What follows belongs to an exercise in optimizing a design on an open flow for small area, a short achievable clock period and few clock cycles per item; a production flow would make more cautious choices. In this exercise RTL edits were held to simulation tests only and were not proved equivalent to the original.

==> flow/design.v, too long to show whole: its modules and the start of the top module <==
// module FFT: 753 lines
module FFT(clk, rst_n, in_valid, din_r, din_i, out_valid, dout_r, dout_i);
  // ...
==> flow/flow/run.sh <==
#!/bin/bash
# The standard layout (standard.sh), with repair_timing aiming for extra setup slack.
# The clock, the SDC and every other constraint are unchanged; only the optimisation target moves.
set -euo pipefail
export SETUP_SLACK_MARGIN=7.9
bash standard.sh synth > synth.log 2>&1
bash standard.sh finish > layout.log 2>&1
==> flow/standard.sh <==
#!/bin/bash
# synth_recipe.tcl (not shown) runs the flow's synth.tcl, then flattens the netlist and writes it again
# the make line also repeats each setting of config.mk as NAME=value (left out here)
make -C /OpenROAD-flow-scripts/flow DESIGN_CONFIG=/design/flow/config.mk WORK_HOME=/design/flow/orfs CLKGATE_MAP_FILE= SYNTH_SCRIPT=/design/flow/synth_recipe.tcl "${@:-finish}"
==> flow/config.mk <==
export PLATFORM = sky130hd
export DESIGN_NAME = FFT
export DESIGN_NICKNAME = FFT
export VERILOG_FILES = /design/flow/design.v
export SDC_FILE = /design/flow/constraint.sdc
export NUM_CORES = 4
export LEC_CHECK = 0
export CAP_MARGIN = 20
export CORE_MARGIN = 2
export CORE_UTILIZATION = 40
export PLACE_DENSITY = 0.6
export SLEW_MARGIN = 20
==> flow/constraint.sdc <==
create_clock -name core_clock -period 12.0 [get_ports {clk}]
set_input_delay 2.4000 -clock core_clock [delete_from_list [all_inputs] [get_ports {clk}]]
set_output_delay 2.4000 -clock core_clock [all_outputs]
set_load 0.01 [all_outputs]
==> results.json, run 1 <==
{
  "status": "no timing/DRC/antenna violations",
  "slowest_delay_ns": 0.58,
  "fin_crit_sh_pct": 33.9,
  "post_cts_resized": 117,
  "startpoint_type": "flop",
  "dp_slack_ns": 6.44,
  "ys_ff_latch": 1754,
  "grt_use_total_pct": 23.8,
  "antenna_found_initial": 24,
  "endpoint": "r2i[0][15]$_DFF_P_",
  "crit_fanout": 4,
  "clock-sinks": 1754,
  "buffer_area_share_pct": 2.04,
  "fmax_mhz": 246,
  "use_met3_pct": 3.94,
  "post-route-cell-area_mm2": 0.110,
  "yosys-top-cells-area": "dfxtp_1, fa_1, ha_1, xnor2_1, inv_1",
  "cp.required_ns": 12.75,
  "grt_pass1_wl_um": 449000,
  "final_util_pct": 45.1,
  "yosys_warnings": 9,
  "grt_pass1_vias": 70800,
  "grt_util_met2_pct": 38.4,
  "multi_input_area_share_pct": 51.9,
  "multi_input_gates": 6326,
  "diodes": 10,
  "synth_edf_count": 0,
  "nClkBuffers": 245,
  "htree_levels": 4,
  "dp_hpwl_um": 236000,
  "synth-simple-area-share_pct": 7.34,
  "final-clk-cell-share_pct": 6.04,
  "finalMaxSlewViolations": 0,
  "synthXorXnorAreaFrac_pct": 9.12,
  "synth_common_cells": "dfxtp_1, inv_1, fa_1",
  "clockRootBuffer": "clkbuf_16",
  "nFillCells": 22900
}
Testbench counts, summed over its fixed seeds: cycles 26,496, frames 384.
==> inputs of run 2 (changes only) <==
--- a/flow/design.v
+++ b/flow/design.v
@@ -466,17 +466,17 @@
 wire [15:0] tw3tis85 = tw3tis81 ^ tw3tic82 ^ tw3tis83;
 wire [15:0] tw3tic86 = {((tw3tis81) & (tw3tic82) | (tw3tis81) & (tw3tis83) | (tw3tic82) & (tw3tis83)), 1'b0};
 wire [15:0] tw3tis87 = tw3tis85 ^ tw3tic86 ^ tw3tic84;
 wire [15:0] tw3tic88 = {((tw3tis85) & (tw3tic86) | (tw3tis85) & (tw3tic84) | (tw3tic86) & (tw3tic84)), 1'b0};
 reg [15:0] C3trs, C3trc, C3tis, C3tic;
 always @(posedge clk) begin C3trs <= tw3trs65; C3trc <= tw3trc66; C3tis <= tw3tis87; C3tic <= tw3tic88; end
 wire [15:0] t3t_r = C3trs + C3trc, t3t_i = C3tis + C3tic;
 wire [15:0] b2r = r2r[7], b2i = r2i[7];
-wire [15:0] s3b_r = b2r + C4rs + C4rc, s3b_i = b2i + C4is + C4ic;
+wire [15:0] s3b_r = (b2r & {16{f2_ld}}) + C4rs + C4rc, s3b_i = (b2i & {16{f2_ld}}) + C4is + C4ic;
 reg [15:0] D3br, D3bi;
 wire [15:0] d3rs89 = b2r ^ ~C4rs ^ ~C4rc;
 wire [15:0] d3rc90 = {((b2r) & (~C4rs) | (b2r) & (~C4rc) | (~C4rs) & (~C4rc)), 1'b1};
 wire [15:0] d3is91 = b2i ^ ~C4is ^ ~C4ic;
 wire [15:0] d3ic92 = {((b2i) & (~C4is) | (b2i) & (~C4ic) | (~C4is) & (~C4ic)), 1'b1};
 always @(posedge clk) begin D3br <= d3rs89 + d3rc90 + 16'd1; D3bi <= d3is91 + d3ic92 + 16'd1; end
 wire signed [15:0] tw3b_xr = D3br, tw3b_xi = D3bi;
 wire signed [15:0] tw3b_xr_sh0 = tw3b_xr >>> 0;
@@ -568,18 +568,18 @@
     r1r[k] <= r1r[k-1]; r1i[k] <= r1i[k-1];
     r2r[k] <= r2r[k-1]; r2i[k] <= r2i[k-1];
     r3r[k] <= r3r[k-1]; r3i[k] <= r3i[k-1];
   end
   r0r[0] <= f0_ld ? s3t_r : f0_dl ? {S4r[12],S4r} : r0r[7];
   r0i[0] <= f0_ld ? s3t_i : f0_dl ? {S4i[12],S4i} : r0i[7];
   r1r[0] <= f1_ld ? t3t_r : f1_pre ? {{4{xr[11]}},xr} : r1r[7];
   r1i[0] <= f1_ld ? t3t_i : f1_pre ? {{4{xi[11]}},xi} : r1i[7];
-  r2r[0] <= f2_ld ? s3b_r : f2_dl ? t4r : r2r[7];
-  r2i[0] <= f2_ld ? s3b_i : f2_dl ? t4i : r2i[7];
+  r2r[0] <= (f2_ld | f2_dl) ? s3b_r : r2r[7];
+  r2i[0] <= (f2_ld | f2_dl) ? s3b_i : r2i[7];
   r3r[0] <= f3_ld ? t3b_r : f3_pre ? r1r[7] : r3r[7];
   r3i[0] <= f3_ld ? t3b_i : f3_pre ? r1i[7] : r3i[7];
 end
 wire [6:0] kn0 = Pn + 7'd95;
 reg [3:0] qsel0; reg c2_0;
 always @(posedge clk) begin
   case (kn0[1:0]) 2'd0: qsel0 <= 4'b0001; 2'd1: qsel0 <= 4'b0100; 2'd2: qsel0 <= 4'b0010; default: qsel0 <= 4'b1000; endcase
   c2_0 <= kn0[2];
==> flow/flow/run.sh (replaced) <==
#!/bin/bash
# The standard layout (standard.sh), with repair_timing aiming for extra setup slack.
# The clock, the SDC and every other constraint are unchanged; only the optimisation target moves.
set -euo pipefail
export SETUP_SLACK_MARGIN=8
bash standard.sh synth > synth.log 2>&1
bash standard.sh finish > layout.log 2>&1
==> flow/config.mk (replaced) <==
export PLATFORM = sky130hd
export DESIGN_NAME = FFT
export DESIGN_NICKNAME = FFT
export VERILOG_FILES = /design/flow/design.v
export SDC_FILE = /design/flow/constraint.sdc
export NUM_CORES = 4
export LEC_CHECK = 0
export CAP_MARGIN = 0
export CORE_MARGIN = 2
export CORE_UTILIZATION = 40
export CTS_BUF_LIST = sky130_fd_sc_hd__clkbuf_2 sky130_fd_sc_hd__clkbuf_4
export PLACE_DENSITY = 0.6
export SLEW_MARGIN = 0
==> results.json, run 2 <==
{
  "status": "no timing/DRC/antenna violations",
  "syn_area_mm2": 0.0977,
  "crit_family": "flip-flops",
  "fin_crit_sh_pct": 35.6,
  "clockRootBuffer": "clkbuf_4",
  "ant_nets": 0,
  "routedWlPerCell_um": 23.1,
  "cts_tree": "yes",
  "slowest_delay_ns": 0.38,
  "routabilityCongestion": 0.959,
  "synthFlopType": "dfxtp_1",
  "crit_chain": "buf_2",
  "synth_common_cells": "dfxtp_1, inv_1, fa_1",
  "post-synth-top-count-cell": "dfxtp_1",
  "yosys_warnings": 9,
  "fmax_mhz": 234,
  "drc": 0,
  "clk_pin_slew_worst_paths_ns": 0.07,
  "clock_latency_ns": 1.46,
  "cp.buffers_inverters": 1,
  "ys_seq_area_share_pct": 36.0,
  "path_class": "flop to output port",
  "dr_total_vias": 71800,
  "fp.dieArea_mm2": 0.248,
  "nets": 11600,
  "area_growth_pct": 11.3,
  "die_x_um": 498,
  "first_iter_violations": 6623,
  "layout_commonest_cell": "dfxtp_1",
  "syn_nets": 11400,
  "core_area_mm2": 0.243,
  "tightest_slew_ns": 1.29,
  "setup_viol": 0,
  "initial_core_util_pct": 40.2,
  "grt_use_total_pct": 24.8,
  "synth.distinct_cells": 80,
  "drive_gt1_share_pct": 11.2,
  "routed_via_density": 5.27,
  "ys_ff_latch": 1754,
  "die_height_um": 498,
  "synth_top_area_share_pct": 35.7,
  "grt_pass1_vias": 73200,
  "synth_edf_count": 0,
  "startpoint_type": "flop",
  "cp.required_ns": 9.60,
  "cts_made_buffers": 454,
  "arrival_ns": 1.87,
  "synth_largest_area_cell": "dfxtp_1",
  "htree_levels": 5,
  "grt_max_degree": 85,
  "num_io_pins": 60,
  "grt.overflow.total": 0,
  "crit_fanout": 2,
  "clockBufferDepth": 4,
  "rows": 181,
  "period_needed_ns": 4.27,
  "firstDrtPassIters": 13,
  "rsz0062_at_grt": "yes",
  "cap_violations": 0,
  "async_reset_ff_share_pct": 0.513,
  "yosys-top-cells-area": "dfxtp_1, fa_1, ha_1, xnor2_1, inv_1",
  "antenna_found_initial": 33,
  "slew_headroom_pct": 13.7,
  "mostFrequentLayoutCells": "dfxtp_1, inv_1, fa_1, nand2_1, ha_1",
  "dp_hpwl_um": 241000,
  "worst_setup_path_end_kind": "output port",
  "tns_ns": 0,
  "grt_pass1_wl_um": 461000,
  "cp_slowest_cell": "dfrtp_1",
  "hold_violations": 0,
  "finalMaxSlewViolations": 0,
  "fin_skew_ns": 0.169,
  "synth_area_per_cell_um2": 9.94,
  "port-buffer-count": 59,
  "clock-sinks": 1754,
  "synth_cells": 9829,
  "wirelength_um": 315000,
  "hold_class": "flop to flop"
}
## run 2: cells by family (layout without fill, tap and decap cells)
family	Yosys count	in the layout	synth area share, %
buf+inv	1879	2433	7.27
compound gates	1948	1948	13.7
simple gates	1640	1640	7.42
mux	94	94	0.979
flops	1754	1754	36.0
other cells	0	23	0
fa+ha+maj	1514	1514	25.7
xor+xnor	1000	1000	8.96
## run 2: area by class of cell
cell class,count,area [um^2]
fill,23300,134000
multi-input combinational,6196,56200
sequential,1754,35300
inverter,1415,5370
clock buffer,632,4740
tap,3202,4010
timing repair buffer,241,2460
clock inverter,145,702
antenna,23,57.6
## run 2: worst paths after layout
check | from | to | slack, ns | cells after the start
max | ov$_DFFE_PN0N_ | out_valid | 7.73 | 1
min | r1i[0][8]$_DFF_P_ | r1i[1][8]$_DFF_P_ | 0.26 | 0
max reg2reg | tw3b_r_kc[2]$_DFF_P_ | U2i[15]$_DFF_P_ | 7.90 | 15
min reg2reg | r1i[0][8]$_DFF_P_ | r1i[1][8]$_DFF_P_ | 0.26 | 0
max in group asynchronous | rst_n | run$_DFFE_PN0P_ | 10.29 | 1
min in group asynchronous | rst_n | ov$_DFFE_PN0N_ | 1.38 | 1
## run 2: timing repair
item | in CTS | in global routing
pin swaps | 7 | 36
setup endpoints to repair | 298 | 139
gates resized for setup | 240 | 167
hold buffers | 0 | 0
buffers inserted | 39 | 53
cloned | 6 | 3
## run 2: metal layers
metal  GRT usage [%]  vias to the layer above  wire (um)
met1            32.3                    35300     133000
li1                -                    33000          -
met4            11.2                       12      15000
met2            39.8                     2801     144000
met5               0                        -         81
met3            4.76                      618      22800
## run 2: metrics by stage
step                      hold slack (ns)  cell area, um^2  worst slack [ns]  util [%]  instances
final                               0.260           109000              7.73      44.8      13600
after global routing                0.260           109000              7.60      44.8      13600
after CTS                           0.260           108000              7.59      44.3      13500
after detailed placement            0.312           101000              6.85      41.7      12700
after global placement              0.314           101000              6.84      41.7      12700
after floorplan                     0.310            97900              7.92         -       9829
Testbench counts of run 2, summed over its fixed seeds: cycles 26,496, frames 384.
==> inputs of run 3 (changes only) <==
--- a/flow/config.mk
+++ b/flow/config.mk
@@ -9,5 +9,4 @@
 export CORE_MARGIN = 2
 export CORE_UTILIZATION = 40
-export CTS_BUF_LIST = sky130_fd_sc_hd__clkbuf_2 sky130_fd_sc_hd__clkbuf_4
 export PLACE_DENSITY = 0.6
 export SLEW_MARGIN = 0
==> results.json, run 3 <==
{
  "status": "no timing/DRC/antenna violations",
  "rsz0062_at_grt": "yes",
  "synth_top_area_share_pct": 35.7,
  "clock_latency_ns": 0.86,
  "clockRootBuffer": "clkbuf_16",
  "yosys_warnings": 9,
  "crit_fanout": 25,
  "layout_commonest_cell": "dfxtp_1",
  "grt_pass1_vias": 70900,
  "port-buffer-count": 59,
  "cp.required_ns": 12.75,
  "fp.dieArea_mm2": 0.248,
  "synth_edf_count": 0,
  "die_height_um": 498,
  "htree_levels": 4,
  "fin_crit_sh_pct": 33.1,
  "clockBufferDepth": 3,
  "routedWlPerCell_um": 23.7,
  "grt_max_degree": 85,
  "grt_use_total_pct": 24.6,
  "min_path_cells": 0,
  "dp_slack_ns": 6.85,
  "fmax_mhz": 252,
  "grt.overflow.total": 0,
  "routed_via_density": 5.32,
  "setup_viol": 0,
  "hold_violations": 0,
  "synth_common_cells": "dfxtp_1, inv_1, fa_1",
  "dp_hpwl_um": 241000,
  "tns_ns": 0,
  "period_needed_ns": 3.97,
  "cap_violations": 0,
  "routabilityCongestion": 0.959,
  "antenna_found_initial": 35,
  "worst_slack_ns": 8.03,
  "mostFrequentLayoutCells": "dfxtp_1, inv_1, fa_1, nand2_1, ha_1",
  "hold_class": "flop to flop",
  "arrival_ns": 4.73,
  "clk_pin_slew_worst_paths_ns": 0.07,
  "synth_area_per_cell_um2": 9.94,
  "rows": 181,
  "synth_cells": 9829,
  "grt_pass1_wl_um": 455000,
  "nets": 11300,
  "num_io_pins": 60,
  "initial_core_util_pct": 40.2,
  "nFillCells": 22800,
  "synthFlopType": "dfxtp_1",
  "worst_r2r_path_depth": 17,
  "first_iter_violations": 6565,
  "path_class": "flop to flop",
  "drc": 0,
  "area_growth_pct": 12.7,
  "clock-sinks": 1754,
  "dr_total_vias": 70200,
  "synth.distinct_cells": 80,
  "die_x_um": 498,
  "worst_setup_path_end_kind": "flop",
  "cts_tree": "yes",
  "ys_seq_area_share_pct": 36.0,
  "syn_area_mm2": 0.0977,
  "drive_gt1_share_pct": 8.07,
  "cts_made_buffers": 182,
  "core_area_mm2": 0.243,
  "fin_skew_ns": 0.0517,
  "finalMaxSlewViolations": 0,
  "ant_nets": 0,
  "yosys-top-cells-area": "dfxtp_1, fa_1, ha_1, xnor2_1, inv_1",
  "firstDrtPassIters": 12,
  "syn_nets": 11400,
  "cts_hold_buf": 0,
  "tightest_slew_ns": 1.19,
  "slew_headroom_pct": 20.3,
  "post-synth-top-count-cell": "dfxtp_1",
  "synth_largest_area_cell": "dfxtp_1",
  "startpoint_type": "flop",
  "async_reset_ff_share_pct": 0.513,
  "ys_ff_latch": 1754,
  "wirelength_um": 312000
}
## run 3: cell families after synthesis
group,after synthesis,synth area share (%)
adder cells (fa/ha/maj),1514,25.7
AND/OR/NAND/NOR,1640,7.42
flip-flops,1754,36.0
XOR/XNOR,1000,8.96
buffers and inverters,1879,7.27
AO/OA/AOI/OAI,1948,13.7
multiplexers,94,0.979
## run 3: worst paths after layout
kind	from	to	slack (ns)
worst max-delay path	qsel0[2]$_DFF_P_	E3i[14]$_DFF_P_	8.03
worst min-delay path	Y0r[13]$_DFF_P_	Y0dr[13]$_DFF_P_	0.33
worst max register to register	qsel0[2]$_DFF_P_	E3i[14]$_DFF_P_	8.03
worst min register to register	Y0r[13]$_DFF_P_	Y0dr[13]$_DFF_P_	0.33
max in group asynchronous	rst_n	P[1]$_DFFE_PN0P_	9.78
min in group asynchronous	rst_n	P[2]$_DFFE_PN0P_	1.90
## run 3: area by class of cell
cell class | count | area, um^2 | share of cell area (%)
Antenna cell | 14 | 35.0 | 0.0318
Tap cell | 3202 | 4010 | 3.64
Inverter | 1415 | 5380 | 4.88
Sequential cell | 1754 | 35300 | 32.1
Timing Repair Buffer | 257 | 2670 | 2.43
Multi-Input combinational cell | 6196 | 56200 | 51.0
Clock inverter | 85 | 1230 | 1.12
Clock buffer | 253 | 5340 | 4.84
## run 3: timing repair
action | CTS | global route
setup buffers | 46 | 60
pin swaps | 7 | 35
endpoints found under the setup margin | 313 | 137
resized for setup | 158 | 174
cloned | 6 | 5
## run 3: stage by stage
stage                     cell area (um^2)  cells  util (%)  hold WS (ns)
after CTS                           109000  13100      44.9         0.322
after global placement              101000  12700      41.7         0.314
after floorplan                      97900   9829         -         0.310
after detailed placement            101000  12700      41.7         0.312
final                               110000  13200      45.3         0.325
after global routing                110000  13200      45.3         0.325
## run 3: layer usage
metal / GRT usage [%] / part of all wire (%) / up-vias / routed length [um]
met2: 39.5 / 46 / 2610 / 143000
met1: 32.6 / 43 / 34800 / 133000
met4: 9.97 / 4.4 / 12 / 13900
li1: - / - / 32200 / -
met5: 0 / 0.026 / - / 81
met3: 4.27 / 7.3 / 532 / 22700
## run 3: worst max-delay path, cell delays in order, from the launching register on
cell	delay, ns
dfxtp_4	0.43
buf_4	0.17
buf_8	0.16
buf_12	0.18
a22oi_1	0.24
nand3_1	0.13
and2_1	0.20
fa_1	0.45
a21o_1	0.17
a21oi_1	0.25
o21bai_1	0.15
a21oi_1	0.26
o21bai_1	0.13
a21boi_1	0.27
o31ai_1	0.15
a21o_1	0.19
a21oi_1	0.19
xnor2_1	0.14
==> inputs of run 4 (changes only) <==
--- a/flow/config.mk
+++ b/flow/config.mk
@@ -9,4 +9,5 @@
 export CORE_MARGIN = 2
 export CORE_UTILIZATION = 40
+export CTS_BUF_LIST = sky130_fd_sc_hd__clkbuf_4 sky130_fd_sc_hd__clkbuf_8
 export PLACE_DENSITY = 0.6
 export SLEW_MARGIN = 0
==> results.json, run 4 <==
{
  "yosys_warnings": 9,
  "wl_met1_um": 133000,
  "clock_latency_ns": 1.07,
  "nets": 11400,
  "tns_ns": 0,
  "synth_edf_count": 0,
  "routed_via_density": 5.31,
  "r2r_end": "U0r[15]$_DFF_P_",
  "synth.distinct_cells": 80,
  "tightest_slew_ns": 1.28,
  "ys_seq_area_share_pct": 36.0,
  "cts_made_buffers": 306,
  "first_iter_violations": 6347,
  "fmax_mhz": 252,
  "ys_ff_latch": 1754,
  "num_io_pins": 60,
  "crit_chain": "buf_8 -> a22o_1 -> a221oi_1 -> xnor2_1 -> ha_1 -> and3_1 -> a32o_1 -> a311oi_2 -> a211oi_1 -> nor4_1 -> a21oi_1 -> a211oi_2 -> o21bai_1 -> a21oi_2 -> xnor2_1",
  "syn_nets": 11400,
  "area_growth_pct": 12.0,
  "drc": 0,
  "nFillCells": 23000,
  "synth_area_per_cell_um2": 9.94,
  "routed.top_layer": "met5",
  "worst_r2r_path_depth": 15,
  "htree_levels": 5,
  "hold_class": "flop to flop",
  "period_needed_ns": 3.97,
  "drive_gt1_share_pct": 9.84,
  "r2r-start": "tw3t_r_kc[2]$_DFF_P_",
  "synth_cells": 9829,
  "clk_pin_slew_worst_paths_ns": 0.07,
  "synth_common_cells": "dfxtp_1, inv_1, fa_1",
  "arrival_ns": 4.85,
  "reg2reg_slack_ns": 8.03,
  "die_height_um": 498,
  "port-buffer-count": 59,
  "fin_crit_sh_pct": 33.0,
  "async_reset_ff_share_pct": 0.513,
  "rsz0062_at_grt": "yes",
  "setup_viol": 0,
  "synth_largest_area_cell": "dfxtp_1",
  "antenna_found_initial": 40,
  "startpoint_type": "flop",
  "fp.dieArea_mm2": 0.248,
  "finalMaxSlewViolations": 0,
  "routedWlPerCell_um": 23.6,
  "met2_length_um": 143000,
  "crit_fanout": 52,
  "dr_total_vias": 70700,
  "clockBufferDepth": 4,
  "path_class": "flop to flop",
  "routabilityCongestion": 0.959,
  "status": "no timing/DRC/antenna violations",
  "hold_violations": 0,
  "clockRootBuffer": "clkbuf_8",
  "fin_skew_ns": 0.0980,
  "grt_pass1_vias": 71800,
  "initial_core_util_pct": 40.2,
  "slew_headroom_pct": 14.1,
  "ant_nets": 0,
  "mostFrequentLayoutCells": "dfxtp_1, inv_1, fa_1, nand2_1, ha_1",
  "slowest_delay_ns": 0.40,
  "crit_family": "compound AO/OA/AOI/OAI gates",
  "rows": 181,
  "min_path_cells": 0,
  "synth_top_area_share_pct": 35.7,
  "holdPathEnd": "r2r[4][10]$_DFF_P_",
  "cp_slowest_cell": "dfxtp_4",
  "critical_path.most_common_cell": "xnor2_1",
  "min_from": "r2r[3][10]$_DFF_P_",
  "core_area_mm2": 0.243,
  "cp.buffers_inverters": 1,
  "grt_use_total_pct": 24.7,
  "grt_max_degree": 85,
  "dp_hpwl_um": 241000,
  "worst_setup_path_end_kind": "flop",
  "cap_violations": 0,
  "syn_area_mm2": 0.0977,
  "die_x_um": 498,
  "grt.overflow.total": 0,
  "clock-sinks": 1754,
  "cts_tree": "yes",
  "synthFlopType": "dfxtp_1",
  "cp.required_ns": 12.89,
  "dr_wl_met3_um": 23900,
  "layout_commonest_cell": "dfxtp_1",
  "post-synth-top-count-cell": "dfxtp_1",
  "firstDrtPassIters": 14,
  "grt_pass1_wl_um": 458000,
  "wirelength_um": 314000,
  "final_util_pct": 45.1,
  "yosys-top-cells-area": "dfxtp_1, fa_1, ha_1, xnor2_1, inv_1"
}
==> run 4: cell count changes in the layout (fill, tap and decap cells not counted), moves of 10 or more <==
cell,delta
buf_2,+33
buf_4,-23
clkbuf_1,-23
clkbuf_16,-187
clkbuf_4,+80
clkbuf_8,+326
clkinv_16,-10
dlygate4sd2_1,-33
==> run 4: final cells by class <==
cell class | count | area (um^2) | share of cell area (%)
clock buffer | 451 | 5710 | 5.21
inverter | 1415 | 5370 | 4.91
antenna | 16 | 40.0 | 0.0366
multi-input combinational | 6196 | 56100 | 51.2
timing repair buffer | 231 | 2290 | 2.09
tap | 3202 | 4010 | 3.66
clock inverter | 62 | 662 | 0.604
sequential | 1754 | 35300 | 32.2
==> run 4: kinds of logic after synthesis <==
kind of cell / Yosys count / share of synthesized area, %
AOI/OAI and AO/OA: 1948 / 13.7
xor gates and xnor gates: 1000 / 8.96
adders and majority gates: 1514 / 25.7
buffers and inverters: 1879 / 7.27
DFF: 1754 / 36.0
muxes: 94 / 0.979
and+or+nand+nor: 1640 / 7.42
==> run 4: per-layer routing <==
| metal | global-route usage (%) | vias up |
|---|---|---|
| met5 | 0 | - |
| met4 | 10.6 | 18 |
| met3 | 4.73 | 611 |
| met2 | 39.6 | 2771 |
| met1 | 32.4 | 34900 |
| li1 | - | 32400 |
==> run 4: through the flow <==
stage	area, um^2	setup slack (ns)	std cells	hold WS, ns
finish	109000	8.03	13300	0.309
global route	109000	7.84	13300	0.308
CTS	109000	7.86	13300	0.293
detailed placement	101000	6.85	12700	0.312
global placement	101000	6.84	12700	0.314
floorplan	97900	7.92	9829	0.310
==> run 4: how the worst max path moves through the flow <==
| stage | start | cells after the start | end |
|---|---|---|---|
| detailed placement | qsel0[1]$_DFF_P_ | 15 | U2i[15]$_DFF_P_ |
| global route | tw3t_r_kc[2]$_DFF_P_ | 15 | U0r[15]$_DFF_P_ |
| floorplan | din_i[1] | 12 | S4i[11]$_DFF_P_ |
| finish | tw3t_r_kc[2]$_DFF_P_ | 15 | U0r[15]$_DFF_P_ |
| CTS | tw3b_r_kc[2]$_DFF_P_ | 15 | U2r[15]$_DFF_P_ |
| global placement | qsel0[1]$_DFF_P_ | 15 | U2i[15]$_DFF_P_ |
==> run 4: timing repair <==
item / in CTS / in global routing
hold buffers: 0 / 0
pin swaps: 7 / 29
setup buffers: 41 / 42
setup endpoints to repair: 297 / 126
cloned: 5 / 3
resized for setup: 244 / 152

[port drivers added, routing unchanged]
The results above use ideal ports. As a check the final layouts listed here were re-extracted and re-timed, cells and wires unchanged.
Step 1 (the two cells are an assumption about what drives the block):
set clk [get_ports {clk}]
set_driving_cell -lib_cell sky130_fd_sc_hd__clkbuf_16 $clk
set_driving_cell -lib_cell sky130_fd_sc_hd__buf_2 [delete_from_list [all_inputs] $clk]
Step 2 also shifts input and output timing later by t, the mid clock arrival at the registers, as if the neighbouring blocks saw the same clock.
a / b / c = ideal / step 1 / step 2; a / b = the first two.
| run | shift t [ns] | slack for setup (ns) | clock arrival spread, ns |
|---|---|---|---|
| run 1 | 0.899 | 7.928 / 7.875 / 7.098 | 0.059 / 0.059 |
| run 2 | 1.459 | 7.729 / 7.647 / 6.746 | 0.177 / 0.176 |
| run 3 | 0.912 | 8.027 / 8.017 / 7.105 | 0.060 / 0.060 |
| run 4 | 1.086 | 8.035 / 7.980 / 6.998 | 0.126 / 0.126 |
After both steps setup and hold are still met in every run listed. For run 4, which loses most, drivers alone change the setup slack by -0.055 ns; drivers and shift together by -1.037 ns.
